Context: an optimization exercise on an open-source flow, tuned for small area. The choices shown serve that exercise and are no tape-out recipe.
RTL that was checked went through simulation tests only; none was proved equivalent to the original.
The RTL of run 1 was laid out without a check of its function.
Power is estimated from default activity; no workload was simulated.

==> design.v <==
`timescale 1ns / 1ps
module DisplayModule(
    input clk,
    input rst,
    input buttonU,
    input buttonL,
    input buttonR,
    input buttonD,
    input sw0,
    input sw1,
    output [3:0] an,
    output [6:0] sev_seg,
    output dp
    );
    reg p2, m3a, m3b;
    always @(posedge clk) begin
        p2  <= ~(rst | p2);
        m3a <= ~(rst | m3a | m3b);
        m3b <= ~rst & m3a;
    end
    reg [4:0] m23;
    wire m23_ph22 = ((m23 & 5'h16) == 5'h14);
    always @(posedge clk)
        if (rst | m23_ph22) m23 <= 5'h0;
        else m23 <= {~m23[3:0], m23[4] ^ m23[1]};
    reg [9:0] m547;
    wire m547_ph546 = ((m547 & 10'h37a) == 10'h368);
    wire m547_ph2 = ((m547 & 10'h26d) == 10'h228);
    always @(posedge clk)
        if (rst | m547_ph546) m547 <= 10'h2ee;
        else m547 <= {~m547[8:0], ~m547[9] ^ m547[6]};
    reg [11:0] m2731;
    wire m2731_ph2730 = ((m2731 & 12'hd9b) == 12'h513);
    always @(posedge clk)
        if (rst | m2731_ph2730) m2731 <= 12'h4b;
        else m2731 <= {~m2731[10:0], m2731[11] ^ m2731[10]};
    reg [14:0] sec;
    wire sec_low = (sec[13:0] == 14'h1555);
    wire sec_zero = sec_low & sec[14];
    always @(posedge clk)
        if (rst) sec <= 15'h5555;
        else sec <= {~sec[13:0], sec[14] ^ sec[13] ^ sec_low};
    wire k2mod6 = m3b & ~p2;
    wire e240 = k2mod6 & m23_ph22;
    wire e30  = ~p2 & m547_ph546;
    wire p30  = p2 & m547_ph2;
    wire e2   = k2mod6 & m2731_ph2730;
    wire div0 = sec_zero;
    wire [3:0] b = {buttonU, buttonL, buttonR, buttonD};
    reg [3:0] s0, s1, ed;
    always @(posedge clk) begin
        if (rst) begin
            s0 <= 4'b0; s1 <= 4'b0; ed <= 4'b0;
        end else if (e30) begin
            s0 <= b; s1 <= s0; ed <= s0 & ~s1;
        end
    end
    wire [3:0] pulse = p30 ? ed : 4'b0;
    reg [1:0] swd;
    always @(posedge clk) begin
        if (rst) swd <= 2'b0;
        else swd <= {swd[0], sw0 | sw1};
    end
    wire load = (|pulse) | swd[1];
    function [4:0] fwd(input [4:0] j); fwd = {j[3:0], ~j[4]}; endfunction
    function [4:0] bwd(input [4:0] j); bwd = {~j[0], j[4:1]}; endfunction
    reg [4:0] j0, j1, j2, j3;    
    wire z0 = ~j0[4] & ~j0[0], z1 = ~j1[4] & ~j1[0], z2 = ~j2[4] & ~j2[0], z3 = ~j3[4] & ~j3[0];
    wire qz = z0 & z1 & z2 & z3;
    wire any = |pulse;
    wire swr = sw0 | sw1;
    wire K = rst | (load & swr);
    wire A = load & ~swr;
    wire sU = pulse[3] & ~pulse[2] & ~pulse[1] & ~pulse[0];
    wire sL = ~pulse[3] & pulse[2] & ~pulse[1] & ~pulse[0];
    wire sR = ~pulse[3] & ~pulse[2] & pulse[1] & ~pulse[0];
    wire sD = ~pulse[3] & ~pulse[2] & ~pulse[1] & pulse[0];
    wire t9 = j1[4] & ~j1[3], t_ge2 = j1[1] | j1[4], t_ge5 = j1[4];
    wire c1 = (sU & t9) | (sL & t_ge2) | (sD & t_ge5);
    wire h9 = j2[4] & ~j2[3], h8 = j2[3] & ~j2[2], h_ge8 = j2[4] & ~j2[2], h_ge5 = j2[4], h4 = j2[3] & ~j2[4];
    wire c2 = (sU & c1 & h9) | (sL & (h9 | (h8 & c1))) | (sR & h_ge8) | (sD & (h_ge5 | (h4 & c1)));
    wire sat = c2 & j3[4] & ~j3[3];
    wire As = A & ~sat;
    wire N = A & sat;
    wire M0 = div0 & ~qz & ~load;
    wire M1 = M0 & z0, M2 = M1 & z1, M3 = M2 & z2;
    wire U1 = As & sU, L1 = As & sL, D1 = As & sD;
    wire H1 = As & ((sU & c1) | (sL & ~c1)), H2 = As & ((sL & c1) | sR);
    wire H5 = As & sD & ~c1, H6 = As & sD & c1;
    wire T1 = As & c2;
    wire K5 = load & sw1 & ~sw0, K1 = load & sw0 & ~sw1;
    always @(posedge clk) begin
        if (rst) begin
            j0 <= 5'b0; j1 <= 5'b0; j2 <= 5'b0; j3 <= 5'b0;
        end else if (K) begin
            j0 <= {5{K5}};
            j1 <= {4'b0, K1};
            j2 <= {3'b0, K5, K5};
            j3 <= 5'b0;
        end else begin
            j0 <= N ? 5'b10000 : M0 ? bwd(j0) : j0;
            j1 <= N ? 5'b10000 : M1 ? bwd(j1) : U1 ? fwd(j1) : L1 ? bwd(bwd(j1)) : D1 ? ~j1 : j1;
            j2 <= N ? 5'b10000 : M2 ? bwd(j2) : H1 ? fwd(j2) : H2 ? fwd(fwd(j2)) : H5 ? ~j2 : H6 ? fwd(~j2) : j2;
            j3 <= M3 ? bwd(j3) : T1 ? fwd(j3) : j3;
        end
    end
    reg started;
    reg [1:0] g;
    reg [4:0] dig;
    reg [4:0] ndig;
    always @(*) begin
        case (g)
            2'b10: ndig = j0;
            2'b00: ndig = j1;
            2'b01: ndig = j2;
            default: ndig = j3;
        endcase
    end
    always @(posedge clk) begin
        if (rst) begin
            started <= 1'b0; g <= 2'b10; dig <= 5'b11000;
        end else if (e240) begin
            started <= 1'b1; g <= {g[0], ~g[1]}; dig <= ndig;
        end
    end
    assign dp = started;
    assign an[0] = started & (g[1] | g[0]);
    assign an[1] = started & (g[1] | ~g[0]);
    assign an[2] = started & ~(g[1] & g[0]);
    assign an[3] = started & ~(g[1] & ~g[0]);
    wire [4:0] j = dig;
    wire [6:0] hx;
    assign hx[0] = (~j[1] & j[2]) | (~j[1] & ~j[4]);
    assign hx[1] = (~j[1] & j[2]) | (j[0] & ~j[3]);
    assign hx[2] = (~j[3] & j[4]) | (j[0] & ~j[1]) | (~j[1] & j[2]) | (j[0] & j[2]);
    assign hx[3] = (~j[3] & j[4]) | (j[0] & ~j[1]) | (~j[1] & j[2]) | (j[3] & ~j[4]);
    assign hx[4] = j[1] & ~j[2];
    assign hx[5] = j[1] & j[4];
    assign hx[6] = (j[0] & ~j[1]) | (j[3] & ~j[4]);
    reg blink;
    always @(posedge clk) begin
        if (rst) blink <= 1'b0;
        else if (e2) blink <= qz & ~blink;
    end
    wire odd0 = (~j0[3] & j0[4]) | (j0[0] & ~j0[1]) | (~j0[1] & j0[2]) | (j0[0] & j0[4]) | (j0[2] & ~j0[3]);
    wire flash = odd0 & ~j2[1] & ~j2[4] & z3 & ~load;
    assign sev_seg = hx | {7{flash | blink}};
endmodule
==> run.sh <==
#!/bin/bash
# synth_recipe.tcl (not shown) runs the flow's synth.tcl, then flattens the netlist and writes it again
# the make line also repeats each setting of config.mk as NAME=value (left out here)
make -C /OpenROAD-flow-scripts/flow DESIGN_CONFIG=/design/flow/config.mk WORK_HOME=/design/flow/orfs CLKGATE_MAP_FILE= SYNTH_SCRIPT=/design/flow/synth_recipe.tcl finish
==> config.mk <==
export PLATFORM = sky130hd
export DESIGN_NAME = DisplayModule
export DESIGN_NICKNAME = DisplayModule
export VERILOG_FILES = /design/flow/design.v
export SDC_FILE = /design/flow/constraint.sdc
export NUM_CORES = 4
export LEC_CHECK = 0
export CAP_MARGIN = 20
export CORE_MARGIN = 2
export CORE_UTILIZATION = 40
export CTS_CLUSTER_DIAMETER = 100
export CTS_CLUSTER_SIZE = 40
export SLEW_MARGIN = 20
==> constraint.sdc <==
create_clock -name core_clock -period 10.0 [get_ports {clk}]
set_input_delay 2.0000 -clock core_clock [delete_from_list [all_inputs] [get_ports {clk}]]
set_output_delay 2.0000 -clock core_clock [all_outputs]
set_load 0.01 [all_outputs]
==> results.ini, run 1 <==
[floorplan]
ioPinCount=20
core-area_um2=9684
die-area_um2=10720
num_rows=36
die_w_um=103.5
initial_utilization_pct=40.93
fp.dieH_um=103.5

[timing]
setup_violations=0
fmax_ghz=0.2096
finalHoldViolations=0
tightest_slew_ns=0.8444
worst_clock_skew_ns=0.01199
relSlewSlack_pct=43.58
fin_crit_sh_pct=47.72
fin_setup_tns_ns=0
drv_slew=0
rsz0062_at_grt=no
layout_min_cycle_time_ns=4.772
worst_slack_ns=5.228

[yosys]
synth_flop_cell=dfxtp_1
yosysTopAreaCell=dfxtp_1
yosysTopAreaCellShare_pct=44.44
synth_area_per_cell_um2=8.524
synthTopCellsByArea=dfxtp_1 (44%), nor2_1 (6.8%), nand2_1 (6.0%)
ys_warn_count=1
async_reset_ff_share_pct=0
synth-seq-area-share_pct=44.44
synth_edf_count=0
syn_area_um2=3964
netlist-cell-type-count=62
syn_inst=465
synth-seq-cells=88
synth_nets=475

[setup_path]
cp_cell_sequence=inv_1 -> ha_1 -> nand4bb_1 -> nor2_2 -> a21oi_2 -> a21oi_1 -> nor2b_1 -> o21ai_0 -> clkdlybuf4s50_1
path_class=flop to output port
crit_required_ns=8.00
cp_max_fo=8
slowest_stage=clkdlybuf4s50_1
cp-start-kind=flop
max_stage_delay_ns=0.50
worstSetupEndpointType=output port
cp.arrival_ns=2.77

[power]
power.total_mw=0.8749
peakVddDrop_mv=0.1151
switching_power_mw=0.2765
power_density_nw_per_um2=195.8
p_int_mw=0.5985
seqPwrFrac_pct=48.5
clkPwrFrac_pct=29.3
comb_power_share_pct=22.2
power.leakage_nw=1.662
p_sw_share_pct=31.60

[finish]
diodes=0
drive_above_1_share_pct=7.484
fin_nets=486
final_cell_area_um2=4469
area_growth_pct=12.75
fillers=948

[drt]
avgViaCountPerCell=5.378
dr.first_iter.drc_count=175
drc=0
ant_nets=0
firstDrtPassIters=4
num_vias=3302
detail_route.wirelength_mm=8.796
wl_per_cell_um=14.33

[clocking]
cts_max_level=3
cts-root-buf=clkbuf_8
cts.path.max_buffers=2
clkTransAtPathRegs_ns=0.08
post_cts_buffers=0
cts_tree=yes
clock_sink_count=88
numCtsBuffers=9
cts_resized=0
cts_hold_buf=0
insertion_delay_ns=0.35

[global_routing]
grt_util_all_layers_pct=16.62
grt_pass1_wl_mm=14.81
grt_max_degree=51
grt_pass1_vias=3050
antenna_found_initial=0
grt-ovfl-total=0

[placement]
place.port_buffers=19
globalplace.congestion=0.8571
place.detailed.hpwl_mm=6.320
dp_slack_ns=5.592
postPlaceCellArea_um2=4248

[outcome]
status=timing/DRC/antenna clean

[run]
cap_viol_max_count=0

[worst_hold_path]
hold_class=flop to flop

cells in the mapped netlist, types with 4 or more instances:
| master | n |
|---|---|
| dfxtp_1 | 88 |
| nor2_1 | 72 |
| nand2_1 | 63 |
| a21oi_1 | 29 |
| o21ai_0 | 23 |
| mux2i_1 | 13 |
| clkbuf_1 | 11 |
| inv_1 | 11 |
| nand2b_1 | 11 |
| nor2b_1 | 11 |
| nor3_1 | 10 |
| nand3_1 | 8 |
| nand3b_1 | 7 |
| and2_1 | 6 |
| o22ai_1 | 6 |
| and3_1 | 5 |
| buf_2 | 5 |
| mux4_2 | 5 |
| o211a_1 | 5 |
| o211ai_1 | 5 |
| o221ai_1 | 5 |
| buf_1 | 4 |
| nand4_1 | 4 |
area by class of cell:
cell class	instances	area, um2	share of cell area [%]
clock buffers	11	151.4	3.387
clock inverters	5	61.31	1.372
multi-input cells	346	2095	46.86
repair buffers	20	192.7	4.311
well taps	133	166.4	3.723
inverters	11	41.29	0.9239
flip-flops and latches	88	1762	39.42
logic make-up (layout without fill, tap and decap cells):
| group | count (synthesis) | after routing | share of synthesized area [%] |
|---|---|---|---|
| flops | 88 | 88 | 44.44 |
| buf+inv | 31 | 47 | 3.093 |
| fa+ha+maj | 2 | 2 | 0.6312 |
| mux | 20 | 20 | 6.786 |
| xor+xnor | 2 | 2 | 0.4420 |
| compound gates | 103 | 103 | 17.42 |
| simple gates | 219 | 219 | 27.18 |
routing by layer:
| layer | global-route usage [%] | wire, um |
|---|---|---|
| met5 | 0 | 0 |
| met1 | 22.95 | 4322 |
| met4 | 5.598 | 127 |
| met3 | 3.021 | 307 |
| met2 | 26.35 | 4039 |
final timing paths:
check / from / cells past startpoint / to / slack, ns
max reg2reg: m547[6]$_SDFF_PP1_ / 11 / j3[4]$_SDFFE_PP0P_ / 7.18
min: m2731[2]$_SDFF_PP0_ / 1 / m2731[3]$_SDFF_PP1_ / 0.37
max: m547[6]$_SDFF_PP1_ / 9 / sev_seg[1] / 5.23
min reg2reg: m2731[2]$_SDFF_PP0_ / 1 / m2731[3]$_SDFF_PP1_ / 0.37
stage by stage:
step | std cells | hold slack [ns] | utilization [%]
final | 614 | 0.3740 | 46.15
after global routing | 614 | 0.3898 | 46.15
after CTS | 614 | 0.3765 | 46.06
after detailed placement | 598 | 0.3589 | 43.86
after global placement | 598 | 0.3532 | 43.86
after floorplan | 465 | 0.3434 | -
cell usage in the layout (no fill, tap or decap), types with 3 or more instances in the layout:
cell / netlist / routed
o21a_1: 3 / 3
o211a_1: 5 / 5
nor2b_1: 11 / 11
nor3b_1: 3 / 3
mux2i_1: 13 / 13
o21ai_0: 23 / 23
o211ai_1: 5 / 5
inv_1: 11 / 11
nor3_1: 10 / 10
nand3b_1: 7 / 7
o22ai_1: 6 / 6
nor2_1: 72 / 72
o221ai_1: 5 / 5
nand4_1: 4 / 4
a21oi_1: 29 / 29
clkbuf_8: 0 / 11
nand3_1: 8 / 8
a21o_1: 3 / 3
clkdlybuf4s50_1: 0 / 18
nand2_1: 63 / 63
a22oi_1: 3 / 3
dfxtp_1: 88 / 88
and2_1: 6 / 6
nand2b_1: 11 / 11
mux4_2: 5 / 5
and3_1: 5 / 5
power by group through the flow:
stage	registers, mW	logic (mW)	clock network (mW)
after detailed placement	0.430	0.192	0
after global placement	0.431	0.190	0
final	0.424	0.194	0.257
after CTS	0.422	0.193	0.265
after floorplan	0.406	0.152	0
after global routing	0.428	0.219	0.278
flip-flops by register name, indices dropped and copies added, names as in the netlist, 5 cells and up:
signal / flops
dig: 5
j0: 5
j1: 5
j2: 5
j3: 5
m23: 5
m2731: 12
m547: 10
sec: 15
worst max-delay path, delay by kind of cell (launching register included):
kind	cells	cell delay, ns
fa+ha+maj	1	0.14
simple gates	3	0.70
compound gates	3	0.70
flops	1	0.32
buf+inv	2	0.57
==> inputs of run 2 (changes only) <==
--- a/design.v
+++ b/design.v
@@ -49,10 +49,12 @@
     wire [3:0] b = {buttonU, buttonL, buttonR, buttonD};
     reg [3:0] s0, s1, ed;
     always @(posedge clk) begin
-        if (rst) begin
-            s0 <= 4'b0; s1 <= 4'b0; ed <= 4'b0;
-        end else if (e30) begin
-            s0 <= b; s1 <= s0; ed <= s0 & ~s1;
+        if (rst) s0 <= 4'b0;
+        else if (e30) s0 <= b;
+    end
+    always @(posedge clk) begin
+        if (e30) begin
+            s1 <= s0; ed <= s0 & ~s1;
         end
     end
     wire [3:0] pulse = p30 ? ed : 4'b0;
@@ -67,10 +69,9 @@
     reg [4:0] j0, j1, j2, j3;    
     wire z0 = ~j0[4] & ~j0[0], z1 = ~j1[4] & ~j1[0], z2 = ~j2[4] & ~j2[0], z3 = ~j3[4] & ~j3[0];
     wire qz = z0 & z1 & z2 & z3;
-    wire any = |pulse;
     wire swr = sw0 | sw1;
-    wire K = rst | (load & swr);
-    wire A = load & ~swr;
+    wire K = rst | (load & swr);               
+    wire A = load & ~swr & ~rst;               
     wire sU = pulse[3] & ~pulse[2] & ~pulse[1] & ~pulse[0];
     wire sL = ~pulse[3] & pulse[2] & ~pulse[1] & ~pulse[0];
     wire sR = ~pulse[3] & ~pulse[2] & pulse[1] & ~pulse[0];
@@ -81,47 +82,41 @@
     wire c2 = (sU & c1 & h9) | (sL & (h9 | (h8 & c1))) | (sR & h_ge8) | (sD & (h_ge5 | (h4 & c1)));
     wire sat = c2 & j3[4] & ~j3[3];
     wire As = A & ~sat;
-    wire N = A & sat;
-    wire M0 = div0 & ~qz & ~load;
+    wire N = A & sat;                          
+    wire M0 = div0 & ~qz & ~load & ~rst;       
     wire M1 = M0 & z0, M2 = M1 & z1, M3 = M2 & z2;
     wire U1 = As & sU, L1 = As & sL, D1 = As & sD;
     wire H1 = As & ((sU & c1) | (sL & ~c1)), H2 = As & ((sL & c1) | sR);
     wire H5 = As & sD & ~c1, H6 = As & sD & c1;
     wire T1 = As & c2;
-    wire K5 = load & sw1 & ~sw0, K1 = load & sw0 & ~sw1;
+    wire K5 = load & sw1 & ~sw0 & ~rst, K1 = load & sw0 & ~sw1 & ~rst;
+    wire k0 = ~(K | N | M0);
+    wire k1 = ~(K | N | M1 | U1 | L1 | D1);
+    wire k2 = ~(K | N | M2 | H1 | H2 | H5 | H6);
+    wire k3 = ~(K | M3 | T1);
+    wire [4:0] nine = 5'b10000;
     always @(posedge clk) begin
-        if (rst) begin
-            j0 <= 5'b0; j1 <= 5'b0; j2 <= 5'b0; j3 <= 5'b0;
-        end else if (K) begin
-            j0 <= {5{K5}};
-            j1 <= {4'b0, K1};
-            j2 <= {3'b0, K5, K5};
-            j3 <= 5'b0;
-        end else begin
-            j0 <= N ? 5'b10000 : M0 ? bwd(j0) : j0;
-            j1 <= N ? 5'b10000 : M1 ? bwd(j1) : U1 ? fwd(j1) : L1 ? bwd(bwd(j1)) : D1 ? ~j1 : j1;
-            j2 <= N ? 5'b10000 : M2 ? bwd(j2) : H1 ? fwd(j2) : H2 ? fwd(fwd(j2)) : H5 ? ~j2 : H6 ? fwd(~j2) : j2;
-            j3 <= M3 ? bwd(j3) : T1 ? fwd(j3) : j3;
-        end
+        j0 <= ({5{k0}} & j0) | ({5{N}} & nine) | ({5{M0}} & bwd(j0)) | {5{K5}};
+        j1 <= ({5{k1}} & j1) | ({5{N}} & nine) | ({5{M1}} & bwd(j1)) | ({5{U1}} & fwd(j1))
+            | ({5{L1}} & bwd(bwd(j1))) | ({5{D1}} & ~j1) | {4'b0, K1};
+        j2 <= ({5{k2}} & j2) | ({5{N}} & nine) | ({5{M2}} & bwd(j2)) | ({5{H1}} & fwd(j2))
+            | ({5{H2}} & fwd(fwd(j2))) | ({5{H5}} & ~j2) | ({5{H6}} & fwd(~j2)) | {3'b0, K5, K5};
+        j3 <= ({5{k3}} & j3) | ({5{M3}} & bwd(j3)) | ({5{T1}} & fwd(j3));
     end
     reg started;
     reg [1:0] g;
     reg [4:0] dig;
-    reg [4:0] ndig;
-    always @(*) begin
-        case (g)
-            2'b10: ndig = j0;
-            2'b00: ndig = j1;
-            2'b01: ndig = j2;
-            default: ndig = j3;
-        endcase
-    end
+    wire sel0 = e240 & g[1] & ~g[0], sel1 = e240 & ~g[1] & ~g[0];
+    wire sel2 = e240 & ~g[1] & g[0],  sel3 = e240 & g[1] & g[0];
+    wire keep = ~e240 & ~rst;
     always @(posedge clk) begin
         if (rst) begin
-            started <= 1'b0; g <= 2'b10; dig <= 5'b11000;
+            started <= 1'b0; g <= 2'b10;
         end else if (e240) begin
-            started <= 1'b1; g <= {g[0], ~g[1]}; dig <= ndig;
+            started <= 1'b1; g <= {g[0], ~g[1]};
         end
+        dig <= ({5{sel0 & ~rst}} & j0) | ({5{sel1 & ~rst}} & j1) | ({5{sel2 & ~rst}} & j2)
+             | ({5{sel3 & ~rst}} & j3) | ({5{keep}} & dig) | {rst, rst, 3'b0};
     end
     assign dp = started;
     assign an[0] = started & (g[1] | g[0]);
==> run 2 against run 1 <==
Against the previous run: still clean; global-route usage up 1.0 points; worst setup slack got worse by 0.17 ns; total power fell by 7.3%; design area shrank 2.2%; clock skew grew 0.0049 ns; sequential power fell by 3%; combinational power fell by 18%; via count decreased by 7.7%; critical endpoint unchanged; largest power group unchanged.
==> results.ini, run 2 <==
[yosys]
synth-seq-cells=88  ; unchanged
synth_area_per_cell_um2=9.609  ; was 8.524 um2
yosysTopAreaCell=dfxtp_1  ; unchanged
ys_warn_count=1  ; unchanged
syn_area_um2=3844  ; was 3964 um2
synth_edf_count=8  ; was 0
yosysTopAreaCellShare_pct=41.67  ; was 44.44%
synth_nets=410  ; was 475
synth-seq-area-share_pct=47.92  ; was 44.44%
yosysMostFrequentCell=dfxtp_1  ; unchanged
async_reset_ff_share_pct=0  ; unchanged
synthTopCellsByArea=dfxtp_1 (42%), edfxtp_1 (6.3%), nor2_1 (5.8%)  ; was dfxtp_1 (44%), nor2_1 (6.8%), nand2_1 (6.0%)
netlist-cell-type-count=66  ; was 62
syn_inst=400  ; was 465
synth_flop_cell=dfxtp_1  ; unchanged
netlist_top_cells_count=dfxtp_1 (80), nor2_1 (59), nand2_1 (27)  ; was dfxtp_1 (88), nor2_1 (72), nand2_1 (63)

[global_routing]
grt-ovfl-total=0  ; unchanged
grt_max_degree=54  ; was 51
grt_util_all_layers_pct=17.62  ; was 16.62%
grt_pass1_vias=2828  ; was 3,050
antenna_found_initial=0  ; unchanged
grt_pass1_wl_mm=14.21  ; was 14.81 mm

[setup_path]
cp_max_fo=7  ; was 8
cp-start-kind=flop  ; unchanged
worstSetupEndpointType=output port  ; unchanged
r2r_end=j0[1]$_DFF_P_  ; was j3[4]$_SDFFE_PP0P_
rr_startpoint=ed[2]$_DFFE_PP_  ; was m547[6]$_SDFF_PP1_
cp_cell_sequence=or4_1 -> a31oi_4 -> a41oi_1 -> nor2b_1 -> o21ai_0 -> clkdlybuf4s50_1  ; was inv_1 -> ha_1 -> nand4bb_1 -> nor2_2 -> a21oi_2 -> a21oi_1 -> nor2b_1 -> o21ai_0 -> clkdlybuf4s50_1
path_class=flop to output port  ; unchanged
cp.arrival_ns=2.94  ; was 2.77 ns
ff2ff_path_depth=6  ; was 11
slowest_stage=or4_1  ; was clkdlybuf4s50_1
max_stage_delay_ns=0.59  ; was 0.50 ns
r2r_slack_ns=7.25  ; was 7.18 ns
crit_required_ns=8.00  ; about the same

[finish]
diodes=0  ; unchanged
fin_nets=432  ; was 486
fillers=906  ; was 948
largest_reg_flops=15  ; unchanged
area_growth_pct=13.74  ; was 12.75%
largest_register=sec  ; unchanged
layout_commonest_cell=dfxtp_1  ; unchanged
instances_no_fill=556  ; was 614
final_core_util_pct=47.09  ; was 46.15%
multi_input_area_um2=1892  ; was 2095 um2
layout_common_cells=dfxtp_1 (80), nor2_1 (59), nand2_1 (27)  ; was dfxtp_1 (88), nor2_1 (72), nand2_1 (63)
register_area_um2=1842  ; was 1762 um2
top_regs=sec (15), m2731 (12), m547 (10)  ; unchanged
drive_above_1_share_pct=10.07  ; was 7.484%

[floorplan]
die_w_um=102.0  ; was 103.5 um
core-area_um2=9284  ; was 9684 um2
initial_utilization_pct=41.40  ; was 40.93%
fp.dieH_um=102.0  ; was 103.5 um
ioPinCount=20  ; unchanged
num_rows=35  ; was 36
die-area_um2=10410  ; was 10,720 um2

[timing]
drv_slew=0  ; unchanged
fin_setup_tns_ns=0  ; unchanged
rsz0062_at_grt=no  ; unchanged
worst_slack_ns=5.063  ; was 5.228 ns
worst_clock_skew_ns=0.01692  ; was 0.01199 ns
fin_crit_sh_pct=49.37  ; was 47.72%
setup_violations=0  ; unchanged
layout_min_cycle_time_ns=4.937  ; was 4.772 ns
fmax_ghz=0.2025  ; was 0.2096 GHz
finalHoldViolations=0  ; unchanged
relSlewSlack_pct=34.86  ; was 43.58%
tightest_slew_ns=0.9635  ; was 0.8444 ns

[power]
power.leakage_nw=1.569  ; was 1.662 nW
power.total_mw=0.8113  ; was 0.8749 mW
power_density_nw_per_um2=185.6  ; was 195.8 nW/um2
peakVddDrop_mv=0.09669  ; was 0.1151 mV

[clocking]
clock_sink_count=88  ; unchanged
cts_max_level=3  ; unchanged
insertion_delay_ns=0.36  ; was 0.35 ns
cts-root-buf=clkbuf_8  ; unchanged
cts.path.max_buffers=2  ; unchanged
cts_resized=0  ; unchanged
clkTransAtPathRegs_ns=0.10  ; was 0.08 ns
post_cts_buffers=0  ; unchanged
cts_hold_buf=0  ; unchanged
numCtsBuffers=9  ; unchanged
cts_tree=yes  ; unchanged

[worst_hold_path]
whs_endpoint=m2731[6]$_SDFF_PP1_  ; was m2731[3]$_SDFF_PP1_
hold_depth=1  ; unchanged
hold_class=flop to flop  ; unchanged
hold_start=m2731[5]$_SDFF_PP0_  ; was m2731[2]$_SDFF_PP0_

[placement]
place.detailed.hpwl_mm=6.180  ; was 6.320 mm
dp_slack_ns=5.458  ; was 5.592 ns
place.port_buffers=19  ; unchanged
globalplace.congestion=0.9533  ; was 0.8571
dp_cells=540  ; was 598

[drt]
drc=0  ; unchanged
wl_per_cell_um=15.57  ; was 14.33 um
dr.first_iter.drc_count=146  ; was 175
ant_nets=0  ; unchanged
num_vias=3047  ; was 3,302
detail_route.wirelength_mm=8.655  ; was 8.796 mm
firstDrtPassIters=4  ; unchanged
avgViaCountPerCell=5.480  ; was 5.378

[outcome]
status=timing/DRC/antenna clean  ; unchanged

[run]
cap_viol_max_count=0  ; unchanged

==> run 2: cell count changes after synthesis, sizes merged, moves of 5 or more <==
cell	previous run	this run
nand2	64	27
edfxtp	0	8
a221o	0	5
mux2i	13	8
buf	9	1
dfxtp	88	80
nor3	11	16
o21ai	24	9
inv	11	17
a21oi	30	17
o221ai	5	0
o211a	5	0
nor2	74	59
==> run 2: area by class of cell <==
cell class              count  share of cell area (%)
repair buffers             23                   5.037
inverters                  17                   1.460
clock inverters             7                   1.574
well taps                 129                   3.692
multi-input cells         283                   43.27
clock buffers               9                   2.833
flip-flops and latches     88                   42.13
==> run 2: routing by layer <==
layer / wire [um] / vias up / global-route usage [%]
met5: 0 / - / 0
li1: - / 1515 / -
met3: 451 / 21 / 4.378
met4: 218 / 0 / 6.564
met2: 3901 / 86 / 26.87
met1: 4084 / 1425 / 24.26
==> run 2: critical path, delay by kind of cell (launching register included) <==
kind | cells | cell delay (ns)
AND/OR/NAND/NOR | 2 | 0.82
AO/OA/AOI/OAI | 3 | 0.72
buffers and inverters | 1 | 0.57
flip-flops | 1 | 0.47
==> run 2: worst max path at each step <==
stage / start / endpoint / slack (ns) / depth (start not counted)
floorplan: ed[1]$_DFFE_PP_ / sev_seg[0] / 6.18 / 5
global placement: ed[1]$_DFFE_PP_ / sev_seg[1] / 5.51 / 6
detailed placement: ed[0]$_DFFE_PP_ / sev_seg[1] / 5.46 / 6
CTS: ed[0]$_DFFE_PP_ / sev_seg[1] / 5.05 / 6
global route: ed[1]$_DFFE_PP_ / sev_seg[1] / 4.87 / 6
finish: ed[0]$_DFFE_PP_ / sev_seg[1] / 5.06 / 6
==> run 2: stage by stage <==
step	hold WS [ns]	area, um2
after floorplan	0.3434	3844
after global placement	0.3480	4179
after detailed placement	0.3484	4179
after CTS	0.3725	4372
after global routing	0.3866	4372
final	0.3713	4372
==> run 2: cell families (layout without fill, tap and decap cells) <==
kind of cell             Yosys count  count (layout)  share of synthesized area [%]
buffers and inverters             29              56                          3.027
adder cells (fa/ha/maj)            2               2                         0.6509
AO/OA/AOI/OAI                     86              86                          17.16
AND/OR/NAND/NOR                  180             180                          25.68
XOR/XNOR                           2               2                         0.4558
multiplexers                      13              13                          5.111
flip-flops                        88              88                          47.92
==> run 2: power by group <==
| group | internal [mW] | switching (mW) |
|---|---|---|
| clock network | 0.0983 | 0.143 |
| logic | 0.0708 | 0.0890 |
| registers | 0.377 | 0.0333 |
==> inputs of run 3 (changes only) <==
==> flow/run.sh (new file) <==
#!/bin/bash
# Own layout flow: the standard flow (standard.sh), with two changes:
#  - the combinational logic is mapped with an area-oriented ABC script
#    (flow/area.script) instead of ORFS's speed script; the flip-flops come
#    from the unchanged standard synthesis steps (dfflibmap runs before abc);
#  - the port buffers are the smallest buffer cell.
# Each tool's output goes to a log file in this folder.
set -euo pipefail
W=$(pwd)
# synthesis script: synth_recipe.tcl with abc's -script replaced
{
  head -n 1 synth_recipe.tcl
  echo "proc abc {args} { set i [lsearch \$args -script]; set args [lreplace \$args [expr {\$i+1}] [expr {\$i+1}] $W/flow/area.script]; yosys abc {*}\$args }"
  tail -n +2 synth_recipe.tcl
} > own_synth.tcl
sed -e "s#SYNTH_SCRIPT=[^ ]*#SYNTH_SCRIPT=$W/own_synth.tcl#" \
    -e "s#CLKGATE_MAP_FILE= #CLKGATE_MAP_FILE= 'BUFFER_PORTS_ARGS=-buffer_cell sky130_fd_sc_hd__buf_1' #" \
    standard.sh > own_standard.sh
bash own_standard.sh > flow_make.log 2>&1
==> flow/area.script (new file) <==
strash
dch -f
amap
topo
dnsize -c
==> standard.sh (new file) <==
#!/bin/bash
# synth_recipe.tcl (not shown) runs the flow's synth.tcl, then flattens the netlist and writes it again
# the make line also repeats each setting of config.mk as NAME=value (left out here)
make -C /OpenROAD-flow-scripts/flow DESIGN_CONFIG=/design/flow/config.mk WORK_HOME=/design/flow/orfs CLKGATE_MAP_FILE= SYNTH_SCRIPT=/design/flow/synth_recipe.tcl "${@:-finish}"
removed: run.sh
==> run 3 against run 2 <==
Against the previous run: worst setup slack improved by 0.078 ns; hold slack improved by 0.016 ns; sequential share of layout area rose by 4.4 points; via count fell by 2.5%; combinational power fell by 16%; global-route usage fell by 1.1 points; flip-flop and latch count did not move; clock power rose by 8%; critical endpoint is now sev_seg[3]; largest power group unchanged.
==> results.ini, run 3 <==
[drt]
dr.first_iter.drc_count=179  ; was 146
ant_nets=0  ; unchanged
avgViaCountPerCell=5.382  ; was 5.480
wl_per_cell_um=13.68  ; was 15.57 um
detail_route.wirelength_mm=7.553  ; was 8.655 mm
num_vias=2971  ; was 3,047
firstDrtPassIters=4  ; unchanged
drc=0  ; unchanged

[yosys]
yosysTopAreaCellShare_pct=45.33  ; was 41.67%
syn_inst=408  ; was 400
synth_edf_count=8  ; unchanged
syn_area_um2=3533  ; was 3844 um2
netlist-cell-type-count=34  ; was 66
synth-seq-cells=88  ; unchanged
synthAdderAreaFrac_pct=0.7082  ; was 0.6510%
synth_compound_area_share_pct=17.00  ; was 17.15%
synth-seq-area-share_pct=52.12  ; was 47.92%
synth_top_family_by_area=simple AND/OR/NAND/NOR gates  ; unchanged
synth_xor_area_share_pct=0  ; was 0.4557%
synth_flop_cell=dfxtp_1  ; unchanged
async_reset_ff_share_pct=0  ; unchanged
ys_warn_count=1  ; unchanged
synthTopCellsByArea=dfxtp_1 (45%), nor2_1 (7.2%), edfxtp_1 (6.8%)  ; was dfxtp_1 (42%), edfxtp_1 (6.3%), nor2_1 (5.8%)
synth-simple-area-share_pct=24.86  ; was 25.68%
yosysTopAreaCell=dfxtp_1  ; unchanged
netlist_top_cells_count=dfxtp_1 (80), nor2_1 (68), clkinv_1 (50)  ; was dfxtp_1 (80), nor2_1 (59), nand2_1 (27)
synth_nets=418  ; was 410
yosysMostFrequentCell=dfxtp_1  ; unchanged
synth_mux_area_share_pct=0  ; was 5.111%
synth_area_per_cell_um2=8.660  ; was 9.609 um2

[power]
power_density_nw_per_um2=199.0  ; was 185.6 nW/um2
power.leakage_nw=1.438  ; was 1.569 nW
peakVddDrop_mv=0.07902  ; was 0.09669 mV

[finish]
diodes=0  ; unchanged
largest_register=sec  ; unchanged
fillers=858  ; was 906
fin_nets=449  ; was 432
multi_input_area_um2=1504  ; was 1892 um2
layout_commonest_cell=dfxtp_1  ; unchanged
top_regs=sec (15), m2731 (12), m547 (10)  ; unchanged
instances_no_fill=552  ; was 556
area_growth_pct=12.08  ; was 13.74%
register_area_um2=1842  ; unchanged
layout_common_cells=dfxtp_1 (80), nor2_1 (68), clkinv_1 (50)  ; was dfxtp_1 (80), nor2_1 (59), nand2_1 (27)
largest_reg_flops=15  ; unchanged
drive_above_1_share_pct=3.829  ; was 10.07%

[placement]
place.detailed.hpwl_mm=5.522  ; was 6.180 mm
dp_cells=536  ; was 540
place.port_buffers=19  ; unchanged
globalplace.congestion=0.9292  ; was 0.9533

[timing]
worst_clock_skew_ns=0.008902  ; was 0.01692 ns
setup_violations=0  ; unchanged
rsz0062_at_grt=no  ; unchanged
relSlewSlack_pct=30.31  ; was 34.86%
fin_crit_sh_pct=48.59  ; was 49.37%
fin_setup_tns_ns=0  ; unchanged
fmax_ghz=0.2058  ; was 0.2025 GHz
layout_min_cycle_time_ns=4.859  ; was 4.937 ns
finalHoldViolations=0  ; unchanged
drv_slew=0  ; unchanged
tightest_slew_ns=1.037  ; was 0.9635 ns

[clocking]
post_cts_buffers=0  ; unchanged
insertion_delay_ns=0.36  ; about the same
cts_max_level=3  ; unchanged
cts_tree=yes  ; unchanged
numCtsBuffers=9  ; unchanged
cts.path.max_buffers=2  ; unchanged
cts_resized=0  ; unchanged
clock_sink_count=88  ; unchanged
clkTransAtPathRegs_ns=0.09  ; was 0.10 ns
cts-root-buf=clkbuf_8  ; unchanged
cts_hold_buf=0  ; unchanged

[floorplan]
fp.dieH_um=97.99  ; was 102.0 um
core-area_um2=8636  ; was 9284 um2
ioPinCount=20  ; unchanged
initial_utilization_pct=40.92  ; was 41.40%
die-area_um2=9601  ; was 10,410 um2
num_rows=34  ; was 35
die_w_um=97.99  ; was 102.0 um

[setup_path]
cp_max_fo=6  ; was 7
cp.arrival_ns=2.86  ; was 2.94 ns
path_class=flop to output port  ; unchanged
ff2ff_path_depth=19  ; was 6
rr_startpoint=m547[6]$_SDFF_PP1_  ; was ed[2]$_DFFE_PP_
cp-start-kind=flop  ; unchanged
crit_required_ns=8.00  ; about the same
r2r_slack_ns=5.51  ; was 7.25 ns
r2r_end=j2[1]$_DFF_P_  ; was j0[1]$_DFF_P_
worstSetupEndpointType=output port  ; unchanged

[global_routing]
grt_pass1_wl_mm=12.96  ; was 14.21 mm
met2_usage_pct=25.08  ; was 26.87%
grt.busiest_layer=met2  ; unchanged
grt_util_all_layers_pct=16.55  ; was 17.62%
grt_max_degree=30  ; was 54
antenna_found_initial=0  ; unchanged
gr-usage-met3_pct=2.720  ; was 4.378%
grtUsageMet1_pct=23.37  ; was 24.26%
grt-ovfl-total=0  ; unchanged
grt_pass1_vias=2756  ; was 2,828

[outcome]
status=timing/DRC/antenna clean  ; unchanged

[worst_hold_path]
hold_start=m547[7]$_SDFF_PP1_  ; was m2731[5]$_SDFF_PP0_
hold_class=flop to flop  ; unchanged
whs_endpoint=m547[8]$_SDFF_PP0_  ; was m2731[6]$_SDFF_PP1_
hold_depth=1  ; unchanged

[run]
cap_viol_max_count=0  ; unchanged

## run 3: cell types whose count changed after synthesis, sizes merged, moves of 9 or more
| cell | delta |
|---|---|
| clkbuf | -11 |
| o221ai | +18 |
| o22ai | +12 |
| nor2 | +9 |
| clkinv | +50 |
| inv | -17 |
## run 3: per-stage QoR
stage	setup WS (ns)	utilization, %	power [mW]	cell area (um2)	hold WS (ns)
3_3_place_gp	5.360	43.39	0.5341	3747	0.3691
3_5_place_dp	5.324	43.39	0.5343	3747	0.3736
2_1_floorplan	5.936	-	0.4896	3533	0.3612
4_1_cts	5.133	45.86	0.7922	3960	0.3885
6_report	5.141	45.86	0.7880	3960	0.3873
5_1_grt	4.743	45.86	0.8285	3960	0.3968
## run 3: kinds of logic (layout without fill, tap and decap cells)
kind of cell               Yosys count  after routing
DFF                                 88             88
adders and majority gates            2              2
buffers and inverters               50             86
and+or+nand+nor                    183            183
AOI/OAI and AO/OA                   85             85
## run 3: layout make-up
type,instances,share of cell area [%]
Timing Repair Buffer,20,1.991
Clock buffer,10,3.476
Multi-Input combinational cell,270,37.98
Sequential cell,88,46.51
Tap cell,108,3.412
Clock inverter,6,1.896
Inverter,50,4.739
## run 3: worst max-delay path by stage
| stage | depth (start not counted) | endpoint | slack [ns] | from |
|---|---|---|---|---|
| final | 9 | sev_seg[3] | 5.14 | m547[3]$_SDFF_PP1_ |
| after global routing | 9 | sev_seg[3] | 4.74 | m547[3]$_SDFF_PP1_ |
| after detailed placement | 10 | j2[1]$_DFF_P_ | 5.32 | rst |
| after CTS | 9 | sev_seg[3] | 5.13 | m547[6]$_SDFF_PP1_ |
| after global placement | 10 | j2[1]$_DFF_P_ | 5.36 | rst |
| after floorplan | 8 | sev_seg[3] | 5.94 | m547[3]$_SDFF_PP1_ |
## run 3: where the power goes
part | internal, mW | total, mW | switching, mW | leakage, nW
Combinational | 0.0449 | 0.135 | 0.0901 | 0.585
Clock | 0.126 | 0.261 | 0.134 | 0.105
Sequential | 0.377 | 0.392 | 0.0157 | 0.748
## run 3: worst max-delay path, stage by stage, from the launching register on
cell and delay, ns:
dfxtp_1 0.34, nand2_1 0.07, nor3_1 0.32, and4_1 0.28, or2_0 0.17, nor3_1 0.13, a41oi_1 0.54, o221ai_1 0.27
or2_0 0.26, buf_1 0.13
## run 3: metal layers
layer	wire length (um)	vias up
li1	-	1522
met1	3837	1360
met2	3246	83
met3	383	6
met4	86	0
met5	0	-
==> inputs of run 4 (changes only) <==
--- a/flow/run.sh
+++ b/flow/run.sh
@@ -3,7 +3,8 @@
 #  - the combinational logic is mapped with an area-oriented ABC script
 #    (flow/area.script) instead of ORFS's speed script; the flip-flops come
 #    from the unchanged standard synthesis steps (dfflibmap runs before abc);
-#  - the port buffers are the smallest buffer cell.
+#  - the port buffers are the smallest buffer cell;
+#  - clock tree synthesis takes the options in flow/cts_args (no dummy loads).
 # Each tool's output goes to a log file in this folder.
 set -euo pipefail
 W=$(pwd)
@@ -15,5 +16,6 @@
 } > own_synth.tcl
 sed -e "s#SYNTH_SCRIPT=[^ ]*#SYNTH_SCRIPT=$W/own_synth.tcl#" \
     -e "s#CLKGATE_MAP_FILE= #CLKGATE_MAP_FILE= 'BUFFER_PORTS_ARGS=-buffer_cell sky130_fd_sc_hd__buf_1' #" \
+    -e "s#CLKGATE_MAP_FILE= #CLKGATE_MAP_FILE= 'CTS_ARGS=$(cat flow/cts_args)' #" \
     standard.sh > own_standard.sh
 bash own_standard.sh > flow_make.log 2>&1
==> flow/cts_args (new file) <==
-sink_clustering_enable -repair_clock_nets -dont_use_dummy_load -sink_clustering_size 40 -sink_clustering_max_diameter 100
--- a/config.mk
+++ b/config.mk
@@ -7,7 +7,5 @@
 export LEC_CHECK = 0
 export CAP_MARGIN = 20
 export CORE_MARGIN = 2
-export CORE_UTILIZATION = 40
-export CTS_CLUSTER_DIAMETER = 100
-export CTS_CLUSTER_SIZE = 40
+export CORE_UTILIZATION = 60
 export SLEW_MARGIN = 20
==> run 4 against run 3 <==
Against the previous run: flip-flop and latch count unchanged; non-clock buffer count unchanged; via count increased by 3.7%; hold slack got worse by 0.0045 ns; critical path type unchanged; highest routed layer unchanged.
==> results.ini, run 4 <==
[finish]
final_cell_area_um2=3831  ; was 3960 um2
layout_commonest_cell=dfxtp_1  ; unchanged
fin_nets=449  ; unchanged
top_regs=sec (15), m2731 (12), m547 (10)  ; unchanged
layout_common_cells=dfxtp_1 (80), nor2_1 (68), clkinv_1 (50)  ; unchanged
area_growth_pct=8.428  ; was 12.08%
fillers=487  ; was 858
largest_reg_flops=15  ; unchanged
diodes=0  ; unchanged
largest_register=sec  ; unchanged
drive_above_1_share_pct=2.517  ; was 3.829%

[clocking]
insertion_delay_ns=0.36  ; about the same
cts-root-buf=clkbuf_8  ; unchanged
cts_max_level=3  ; unchanged
cts_tree=yes  ; unchanged
cts_hold_buf=0  ; unchanged
post_cts_buffers=0  ; unchanged
cts_resized=0  ; unchanged
cts.path.max_buffers=2  ; unchanged
clock_sink_count=88  ; unchanged
numCtsBuffers=9  ; unchanged
clkTransAtPathRegs_ns=0.09  ; about the same

[floorplan]
die-area_um2=6519  ; was 9601 um2
core-area_um2=5608  ; was 8636 um2
fp.dieH_um=80.74  ; was 97.99 um
die_w_um=80.74  ; was 97.99 um
ioPinCount=20  ; unchanged
num_rows=27  ; was 34
initial_utilization_pct=63.01  ; was 40.92%

[timing]
rsz0062_at_grt=no  ; unchanged
relSlewSlack_pct=38.45  ; was 30.31%
fmax_ghz=0.2073  ; was 0.2058 GHz
worst_clock_skew_ns=0.02404  ; was 0.008902 ns
worst_slack_ns=5.177  ; was 5.141 ns
setup_violations=0  ; unchanged
fin_crit_sh_pct=48.23  ; was 48.59%
drv_slew=0  ; unchanged
tightest_slew_ns=0.9213  ; was 1.037 ns
layout_min_cycle_time_ns=4.823  ; was 4.859 ns
fin_setup_tns_ns=0  ; unchanged
finalHoldViolations=0  ; unchanged

[setup_path]
crit_required_ns=8.00  ; about the same
path_class=flop to output port  ; unchanged
cp.arrival_ns=2.82  ; was 2.86 ns
cp-start-kind=flop  ; unchanged
cp_max_fo=6  ; unchanged
worstSetupEndpointType=output port  ; unchanged
ff2ff_path_depth=19  ; unchanged

[placement]
dp_slack_ns=5.440  ; was 5.324 ns
globalplace.congestion=0.9821  ; was 0.9292
place.port_buffers=19  ; unchanged
place.detailed.hpwl_mm=5.281  ; was 5.522 mm
postPlaceCellArea_um2=3702  ; was 3747 um2

[global_routing]
grt_max_degree=30  ; unchanged
grt-ovfl-total=0  ; unchanged
grt_util_all_layers_pct=24.46  ; was 16.55%
antenna_found_initial=0  ; unchanged
grt_pass1_vias=2708  ; was 2,756
grt_pass1_wl_mm=12.31  ; was 12.96 mm

[power]
peakVddDrop_mv=0.1209  ; was 0.07902 mV
seqPwrFrac_pct=55.0  ; was 49.8%
p_int_mw=0.5023  ; was 0.5478 mW
power_density_nw_per_um2=186.5  ; was 199.0 nW/um2
power.leakage_nw=1.398  ; was 1.438 nW
clkPwrFrac_pct=26.1  ; was 33.1%
switching_power_mw=0.2120  ; was 0.2402 mW
p_sw_share_pct=29.68  ; was 30.48%
comb_power_share_pct=18.9  ; was 17.1%

[drt]
dr.first_iter.drc_count=204  ; was 179
detail_route.wirelength_mm=7.347  ; was 7.553 mm
num_vias=3080  ; was 2,971
firstDrtPassIters=4  ; unchanged
wl_per_cell_um=14.43  ; was 13.68 um
avgViaCountPerCell=6.051  ; was 5.382
ant_nets=0  ; unchanged
drc=0  ; unchanged

[yosys]
synthTopCellsByArea=dfxtp_1 (45%), nor2_1 (7.2%), edfxtp_1 (6.8%)  ; unchanged
ys_warn_count=1  ; unchanged
synth-seq-area-share_pct=52.12  ; unchanged
netlist_top_cells_count=dfxtp_1 (80), nor2_1 (68), clkinv_1 (50)  ; unchanged
syn_inst=408  ; unchanged
yosysTopAreaCellShare_pct=45.33  ; unchanged
synth_edf_count=8  ; unchanged
synth_nets=418  ; unchanged
synth-seq-cells=88  ; unchanged
netlist-cell-type-count=34  ; unchanged
yosysMostFrequentCell=dfxtp_1  ; unchanged
synth_area_per_cell_um2=8.660  ; unchanged
synth_flop_cell=dfxtp_1  ; unchanged
async_reset_ff_share_pct=0  ; unchanged
syn_area_um2=3533  ; unchanged
yosysTopAreaCell=dfxtp_1  ; unchanged

[run]
cap_viol_max_count=0  ; unchanged

[worst_hold_path]
hold_class=flop to flop  ; unchanged
hold_depth=1  ; unchanged

[outcome]
status=timing/DRC/antenna clean  ; unchanged

[run 4: changes by cell type in the layout (fill, tap and decap cells not counted)]
cell,previous run,this run
inv_6,2,0
clkinv_4,1,0
nor3_1,17,16
bufinv_16,1,0
nor3_2,0,1
clkinvlp_4,1,0
clkbuf_8,10,9
inv_8,1,0
[run 4: worst paths after layout]
check | from | endpoint | slack, ns
min reg2reg | sec[5]$_SDFF_PP0_ | sec[6]$_SDFF_PP1_ | 0.38
min | sec[5]$_SDFF_PP0_ | sec[6]$_SDFF_PP1_ | 0.38
max reg2reg | m547[6]$_SDFF_PP1_ | j2[1]$_DFF_P_ | 5.57
max | m547[3]$_SDFF_PP1_ | sev_seg[3] | 5.18
[run 4: kinds of logic after synthesis]
group / synth area share [%]
buffers and inverters: 5.312
adders and majority gates: 0.7081
DFF: 52.12
and+or+nand+nor: 24.86
AOI/OAI and AO/OA: 17.00
[run 4: through the flow]
| stage | hold WS, ns | power [mW] | util [%] | std cells |
|---|---|---|---|---|
| 2_1_floorplan | 0.3612 | 0.4896 | - | 408 |
| 3_3_place_gp | 0.3697 | 0.5305 | 66.02 | 500 |
| 3_5_place_dp | 0.3719 | 0.5327 | 66.02 | 500 |
| 4_1_cts | 0.3876 | 0.7140 | 68.23 | 509 |
| 5_1_grt | 0.4054 | 0.7471 | 68.32 | 509 |
| 6_report | 0.3828 | 0.7143 | 68.32 | 509 |
[run 4: final cells by class]
type	instances	area, um2	area share, %
clock buffers	9	123.9	3.233
inverters	50	187.7	4.899
multi-input cells	270	1509	39.39
flip-flops and latches	88	1842	48.07
well taps	72	90.09	2.351
repair buffers	20	78.83	2.057
[run 4: critical path, cell delays in order (launching register included)]
cell	delay, ns
dfxtp_1	0.34
nand2_1	0.08
nor3_1	0.29
and4_1	0.28
or2_0	0.18
nor3_1	0.13
a41oi_1	0.52
o221ai_1	0.27
or2_0	0.26
buf_1	0.12
[run 4: routing by layer]
layer | routed length [um] | track usage [%]
met2 | 3265 | 37.25
met5 | 0 | 0
met1 | 3431 | 33.62
met4 | 228 | 12.37
met3 | 421 | 4.444
[run 4: power by group through the flow]
| stage | clock, mW | sequential, mW | combinational [mW] |
|---|---|---|---|
| detailed placement | 0 | 0.400 | 0.133 |
| finish | 0.186 | 0.393 | 0.135 |
| floorplan | 0 | 0.396 | 0.0937 |
| CTS | 0.189 | 0.392 | 0.133 |
| global placement | 0 | 0.400 | 0.131 |
| global route | 0.202 | 0.395 | 0.151 |
==> inputs of run 5 (changes only) <==
--- a/config.mk
+++ b/config.mk
@@ -7,5 +7,5 @@
 export LEC_CHECK = 0
 export CAP_MARGIN = 20
 export CORE_MARGIN = 2
-export CORE_UTILIZATION = 60
+export CORE_UTILIZATION = 40
 export SLEW_MARGIN = 20
==> run 5 against run 4 <==
Against the previous run: synthesized cell count did not move; critical endpoint unchanged; design area increased by 1.0%; synthesized area stayed put; critical path depth unchanged; combinational power barely moved.
==> results.ini, run 5 <==
[setup_path]
worstSetupEndpointType=output port  ; unchanged
cp-start-kind=flop  ; unchanged
crit_required_ns=8.00  ; about the same
slowest_stage=a41oi_1  ; unchanged
critical-path-top-delay-family=simple AND/OR/NAND/NOR gates  ; unchanged
cp.arrival_ns=2.89  ; was 2.82 ns
path_class=flop to output port  ; unchanged
timing.critical_path.buf_inv=1  ; unchanged
max_stage_delay_ns=0.57  ; was 0.52 ns
cp_cell_sequence=nand2_1 -> nor3_1 -> and4_1 -> or2_0 -> nor3_1 -> a41oi_1 -> o221ai_1 -> or2_0 -> buf_1  ; unchanged
cp_max_fo=6  ; unchanged

[timing]
worst_clock_skew_ns=0.02558  ; was 0.02404 ns
fmax_ghz=0.2045  ; was 0.2073 GHz
fin_crit_sh_pct=48.90  ; was 48.23%
drv_slew=0  ; unchanged
tightest_slew_ns=1.034  ; was 0.9213 ns
finalHoldViolations=0  ; unchanged
relSlewSlack_pct=30.50  ; was 38.45%
setup_violations=0  ; unchanged
rsz0062_at_grt=no  ; unchanged
fin_setup_tns_ns=0  ; unchanged
layout_min_cycle_time_ns=4.890  ; was 4.823 ns
holdWs_ns=0.3861  ; was 0.3828 ns

[finish]
layout_commonest_cell=dfxtp_1  ; unchanged
area_growth_pct=9.561  ; was 8.428%
fin_nets=449  ; unchanged
top_regs=sec (15), m2731 (12), m547 (10)  ; unchanged
multi_input_area_um2=1504  ; was 1509 um2
layout_common_cells=dfxtp_1 (80), nor2_1 (68), clkinv_1 (50)  ; unchanged
largest_register=sec  ; unchanged
largest_reg_flops=15  ; unchanged
register_area_um2=1842  ; unchanged
final_core_util_pct=44.83  ; was 68.32%
fillers=867  ; was 487
diodes=0  ; unchanged
drive_above_1_share_pct=2.288  ; was 2.517%

[global_routing]
grt_util_all_layers_pct=16.39  ; was 24.46%
grt-ovfl-total=0  ; unchanged
grt_max_degree=30  ; unchanged
grt_pass1_vias=2758  ; was 2,708
antenna_found_initial=0  ; unchanged
grt_pass1_wl_mm=12.85  ; was 12.31 mm

[drt]
avgViaCountPerCell=5.389  ; was 6.051
firstDrtPassIters=4  ; unchanged
drc=0  ; unchanged
dr.first_iter.drc_count=192  ; was 204
ant_nets=0  ; unchanged
num_vias=2937  ; was 3,080
wl_per_cell_um=13.73  ; was 14.43 um
detail_route.wirelength_mm=7.483  ; was 7.347 mm

[yosys]
yosysMostFrequentCell=dfxtp_1  ; unchanged
synth-seq-cells=88  ; unchanged
syn_inst=408  ; unchanged
synth-seq-area-share_pct=52.12  ; unchanged
syn_area_um2=3533  ; unchanged
yosysTopAreaCell=dfxtp_1  ; unchanged
synth_nets=418  ; unchanged
yosysTopAreaCellShare_pct=45.33  ; unchanged
netlist_top_cells_count=dfxtp_1 (80), nor2_1 (68), clkinv_1 (50)  ; unchanged
async_reset_ff_share_pct=0  ; unchanged
synth_area_per_cell_um2=8.660  ; unchanged
synth_flop_cell=dfxtp_1  ; unchanged
synth_edf_count=8  ; unchanged
ys_warn_count=1  ; unchanged
netlist-cell-type-count=34  ; unchanged
synthTopCellsByArea=dfxtp_1 (45%), nor2_1 (7.2%), edfxtp_1 (6.8%)  ; unchanged

[floorplan]
initial_utilization_pct=40.92  ; was 63.01%
core-area_um2=8636  ; was 5608 um2
die-area_um2=9601  ; was 6519 um2
fp.dieH_um=97.99  ; was 80.74 um
num_rows=34  ; was 27
die_w_um=97.99  ; was 80.74 um
ioPinCount=20  ; unchanged

[placement]
place.port_buffers=19  ; unchanged
place.detailed.hpwl_mm=5.522  ; was 5.281 mm
globalplace.congestion=0.9292  ; was 0.9821

[clocking]
cts_tree=yes  ; unchanged
cts-root-buf=clkbuf_8  ; unchanged
post_cts_buffers=0  ; unchanged
clkTransAtPathRegs_ns=0.08  ; was 0.09 ns
numCtsBuffers=9  ; unchanged
cts_hold_buf=0  ; unchanged
cts_max_level=3  ; unchanged
cts.path.max_buffers=2  ; unchanged
cts_resized=0  ; unchanged
insertion_delay_ns=0.36  ; about the same
clock_sink_count=88  ; unchanged

[power]
power_density_nw_per_um2=185.5  ; was 186.5 nW/um2
peakVddDrop_mv=0.08248  ; was 0.1209 mV
power.leakage_nw=1.398  ; about the same
power.total_mw=0.7181  ; was 0.7143 mW

[run]
cap_viol_max_count=0  ; unchanged

[worst_hold_path]
hold_class=flop to flop  ; unchanged

[outcome]
status=timing/DRC/antenna clean  ; unchanged

-- run 5: where the power goes --
group          switching [mW]  internal, mW
logic                  0.0907        0.0449
registers              0.0154         0.377
clock network           0.110        0.0807
total                   0.216         0.502
-- run 5: area by class of cell --
class | instances | share of cell area (%)
clock buffer | 9 | 3.200
inverter | 50 | 4.848
multi-input combinational | 270 | 38.85
sequential | 88 | 47.58
tap | 108 | 3.491
timing repair buffer | 20 | 2.036
-- run 5: path summary, 6_finish.rpt --
path	slack, ns	to	depth (start not counted)	start
max reg2reg	5.50	j2[1]$_DFF_P_	19	m547[6]$_SDFF_PP1_
max	5.11	sev_seg[3]	9	m547[3]$_SDFF_PP1_
min reg2reg	0.39	m547[8]$_SDFF_PP0_	1	m547[7]$_SDFF_PP1_
min	0.39	m547[8]$_SDFF_PP0_	1	m547[7]$_SDFF_PP1_
-- run 5: logic make-up (layout without fill, tap and decap cells) --
family | count (synthesis) | count (layout) | synth area share, %
buffers and inverters | 50 | 79 | 5.312
adder cells (fa/ha/maj) | 2 | 2 | 0.7081
flip-flops | 88 | 88 | 52.12
AND/OR/NAND/NOR | 183 | 183 | 24.86
AO/OA/AOI/OAI | 85 | 85 | 17.00
-- run 5: layer usage --
metal / vias to the layer above / wire length, um / track usage [%]
met4: 0 / 151 / 7.479
met1: 1325 / 3855 / 23.06
met2: 84 / 3100 / 24.66
met5: - / 0 / 0
met3: 12 / 376 / 2.792
li1: 1516 / - / -
-- run 5: per-stage QoR --
step           instance area (um2)  setup slack, ns  std cells
2_1_floorplan                 3533            5.936        408
3_3_place_gp                  3747            5.360        536
3_5_place_dp                  3747            5.324        536
4_1_cts                       3871            5.139        545
5_1_grt                       3871            4.752        545
6_report                      3871            5.110        545
-- run 5: worst register-to-register path: stages (launching register included) --
cell	delay, ns
dfxtp_1	0.32
clkinv_1	0.08
ha_1	0.25
and4_1	0.18
or2_0	0.25
nor3_1	0.39
clkinv_1	0.23
a21oi_1	0.29
nor3_1	0.11
nor2_1	0.22
a22oi_1	0.11
o221a_1	0.28
or3_1	0.35
nand4_1	0.24
nor2_1	0.18
nand2_1	0.16
nor2_1	0.05
a2111oi_0	0.33
o221ai_1	0.19
o21bai_1	0.18
==> inputs of run 6 (changes only) <==
==> flow/cts_args (replaced) <==
-sink_clustering_enable -repair_clock_nets -dont_use_dummy_load -sink_clustering_size 30 -buf_list sky130_fd_sc_hd__clkbuf_8
==> run 6 against run 5 <==
Against the previous run: still clean on timing, DRC and antenna; hold slack is the same; via count stayed put; sequential share of layout area unchanged; clock skew is the same; total power unchanged; non-clock buffer count is the same; die area is the same; synthesized area unchanged; count of clock-buffer cells in the layout unchanged; combinational power hardly changed; global-route usage stayed put; largest cell class unchanged; largest power group unchanged.
==> results.ini, run 6 <==
[finish]
layout_commonest_cell=dfxtp_1  ; unchanged
diodes=0  ; unchanged
final_core_util_pct=44.83  ; unchanged
largest_register=sec  ; unchanged
largest_reg_flops=15  ; unchanged
layout_common_cells=dfxtp_1 (80), nor2_1 (68), clkinv_1 (50)  ; unchanged
fin_nets=449  ; unchanged
drive_above_1_share_pct=2.288  ; unchanged
top_regs=sec (15), m2731 (12), m547 (10)  ; unchanged
fillers=867  ; unchanged
area_growth_pct=9.561  ; unchanged
instances_no_fill=545  ; unchanged

[yosys]
yosysMostFrequentCell=dfxtp_1  ; unchanged
yosysTopAreaCell=dfxtp_1  ; unchanged
synth-seq-cells=88  ; unchanged
ys_warn_count=1  ; unchanged
synth_edf_count=8  ; unchanged
synth_flop_cell=dfxtp_1  ; unchanged
synth_area_per_cell_um2=8.660  ; unchanged
netlist_top_cells_count=dfxtp_1 (80), nor2_1 (68), clkinv_1 (50)  ; unchanged
yosysTopAreaCellShare_pct=45.33  ; unchanged
netlist-cell-type-count=34  ; unchanged
async_reset_ff_share_pct=0  ; unchanged
synth_nets=418  ; unchanged
synth-seq-area-share_pct=52.12  ; unchanged
syn_area_um2=3533  ; unchanged
synthTopCellsByArea=dfxtp_1 (45%), nor2_1 (7.2%), edfxtp_1 (6.8%)  ; unchanged
syn_inst=408  ; unchanged

[floorplan]
core-area_um2=8636  ; unchanged
num_rows=34  ; unchanged
die-area_um2=9601  ; unchanged
die_w_um=97.99  ; unchanged
fp.dieH_um=97.99  ; unchanged
ioPinCount=20  ; unchanged
initial_utilization_pct=40.92  ; unchanged

[placement]
place.port_buffers=19  ; unchanged
dp_cells=536  ; unchanged
place.detailed.hpwl_mm=5.522  ; unchanged
globalplace.congestion=0.9292  ; unchanged

[worst_hold_path]
hold_class=flop to flop  ; unchanged
hold_start=m547[7]$_SDFF_PP1_  ; unchanged

[clocking]
clkTransAtPathRegs_ns=0.08  ; about the same
cts_tree=yes  ; unchanged
insertion_delay_ns=0.36  ; about the same
post_cts_buffers=0  ; unchanged
cts_hold_buf=0  ; unchanged
cts.path.max_buffers=2  ; unchanged
cts-root-buf=clkbuf_8  ; unchanged
numCtsBuffers=9  ; unchanged
clock_sink_count=88  ; unchanged
cts_max_level=3  ; unchanged
cts_resized=0  ; unchanged

[drt]
dr.first_iter.drc_count=192  ; unchanged
detail_route.wirelength_mm=7.483  ; unchanged
firstDrtPassIters=4  ; unchanged
drc=0  ; unchanged
avgViaCountPerCell=5.389  ; unchanged
num_vias=2937  ; unchanged
ant_nets=0  ; unchanged
wl_per_cell_um=13.73  ; unchanged

[timing]
drv_slew=0  ; unchanged
worst_clock_skew_ns=0.02558  ; unchanged
finalHoldViolations=0  ; unchanged
setup_violations=0  ; unchanged
layout_min_cycle_time_ns=4.890  ; unchanged
fin_crit_sh_pct=48.90  ; unchanged
fmax_ghz=0.2045  ; unchanged
fin_setup_tns_ns=0  ; unchanged
tightest_slew_ns=1.034  ; unchanged
rsz0062_at_grt=no  ; unchanged
relSlewSlack_pct=30.50  ; unchanged

[power]
power.total_mw=0.7181  ; unchanged
power.leakage_nw=1.398  ; unchanged
power_density_nw_per_um2=185.5  ; unchanged
clkPwrFrac_pct=26.5  ; about the same
comb_power_share_pct=18.9  ; about the same
peakVddDrop_mv=0.08248  ; unchanged
seqPwrFrac_pct=54.6  ; about the same
p_int_mw=0.5024  ; unchanged
switching_power_mw=0.2157  ; unchanged
p_sw_share_pct=30.03  ; unchanged

[setup_path]
path_class=flop to output port  ; unchanged
cp_max_fo=6  ; unchanged
startpoint=m547[3]$_SDFF_PP1_  ; unchanged
worstSetupEndpointType=output port  ; unchanged
cp.arrival_ns=2.89  ; about the same
crit_required_ns=8.00  ; about the same
r2r_slack_ns=5.50  ; about the same
rr_startpoint=m547[6]$_SDFF_PP1_  ; unchanged
cp-start-kind=flop  ; unchanged

[outcome]
status=timing/DRC/antenna clean  ; unchanged

[global_routing]
grt_max_degree=30  ; unchanged
grt_pass1_vias=2758  ; unchanged
antenna_found_initial=0  ; unchanged
grt-ovfl-total=0  ; unchanged
grt_pass1_wl_mm=12.85  ; unchanged
grt_util_all_layers_pct=16.39  ; unchanged

[run]
cap_viol_max_count=0  ; unchanged

[run 6: critical path, stage by stage, from the launching register on]
cell,delay (ns)
dfxtp_1,0.34
nand2_1,0.07
nor3_1,0.32
and4_1,0.28
or2_0,0.17
nor3_1,0.13
a41oi_1,0.57
o221ai_1,0.27
or2_0,0.26
buf_1,0.13
[run 6: cell type report]
class                           instances  area, um2  area share, %
Sequential cell                        88       1842          47.58
Clock buffer                            9      123.9          3.200
Inverter                               50      187.7          4.848
Multi-Input combinational cell        270       1504          38.85
Tap cell                              108      135.1          3.491
Timing Repair Buffer                   20      78.83          2.036
[run 6: cell families after synthesis]
group | count (synthesis) | synth area share [%]
compound gates | 85 | 17.00
fa+ha+maj | 2 | 0.7081
buf+inv | 50 | 5.312
flops | 88 | 52.12
simple gates | 183 | 24.86
[run 6: layer usage]
metal  GRT usage (%)  up-vias  part of all wire, %
met2           24.66       84                   41
li1                -     1516                    -
met5               0        -                    0
met1           23.06     1325                   52
met4           7.479        0                  2.0
met3           2.792       12                  5.0
[run 6: through the flow]
stage	area [um2]	hold WS, ns	setup slack [ns]
finish	3871	0.3861	5.110
global route	3871	0.3954	4.752
CTS	3871	0.3885	5.139
detailed placement	3747	0.3736	5.324
global placement	3747	0.3691	5.360
floorplan	3533	0.3612	5.936
[run 6: power by group through the flow]
stage               combinational (mW)  sequential (mW)  clock (mW)
CTS                              0.135            0.392       0.193
finish                           0.136            0.392       0.190
global route                     0.152            0.395       0.208
global placement                 0.134            0.400           0
floorplan                       0.0937            0.396           0
detailed placement               0.134            0.400           0
[run 6: final timing paths]
path | to | cells past startpoint
worst min register to register | m547[8]$_SDFF_PP0_ | 1
worst max-delay path | sev_seg[3] | 9
worst max register to register | j2[1]$_DFF_P_ | 19
worst min-delay path | m547[8]$_SDFF_PP0_ | 1

==> separate check: timing with driven ports <==
No port has a modelled driver above. Below, the same layouts with a new extraction and two added sets of constraints. Step 1 (the two cells are an assumption about what drives the block):
set clk [get_ports {clk}]
set_driving_cell -lib_cell sky130_fd_sc_hd__clkbuf_16 $clk
set_driving_cell -lib_cell sky130_fd_sc_hd__buf_2 [delete_from_list [all_inputs] $clk]
Step 2, shift: input delay + t, output delay - t, t = (earliest + latest rising clock arrival at the registers) / 2. This alone moves slack from input paths to output paths. Slacks: no drivers / after step 1 / after step 2; pairs: no drivers / after step 1.
run	t, ns	setup slack, ns	worst slew at a driven data input, ns
run 1	0.376	5.228 / 5.198 / 5.574	0.04
run 2	0.389	5.063 / 5.030 / 5.419	0.04
run 3	0.381	5.141 / 5.112 / 5.292	0.04
run 4	0.371	5.177 / 5.150 / 5.395	0.03
run 5	0.376	5.110 / 5.081 / 5.291	0.04
run 6	0.376	5.110 / 5.081 / 5.291	0.04
After both steps setup and hold are still met in every run listed.
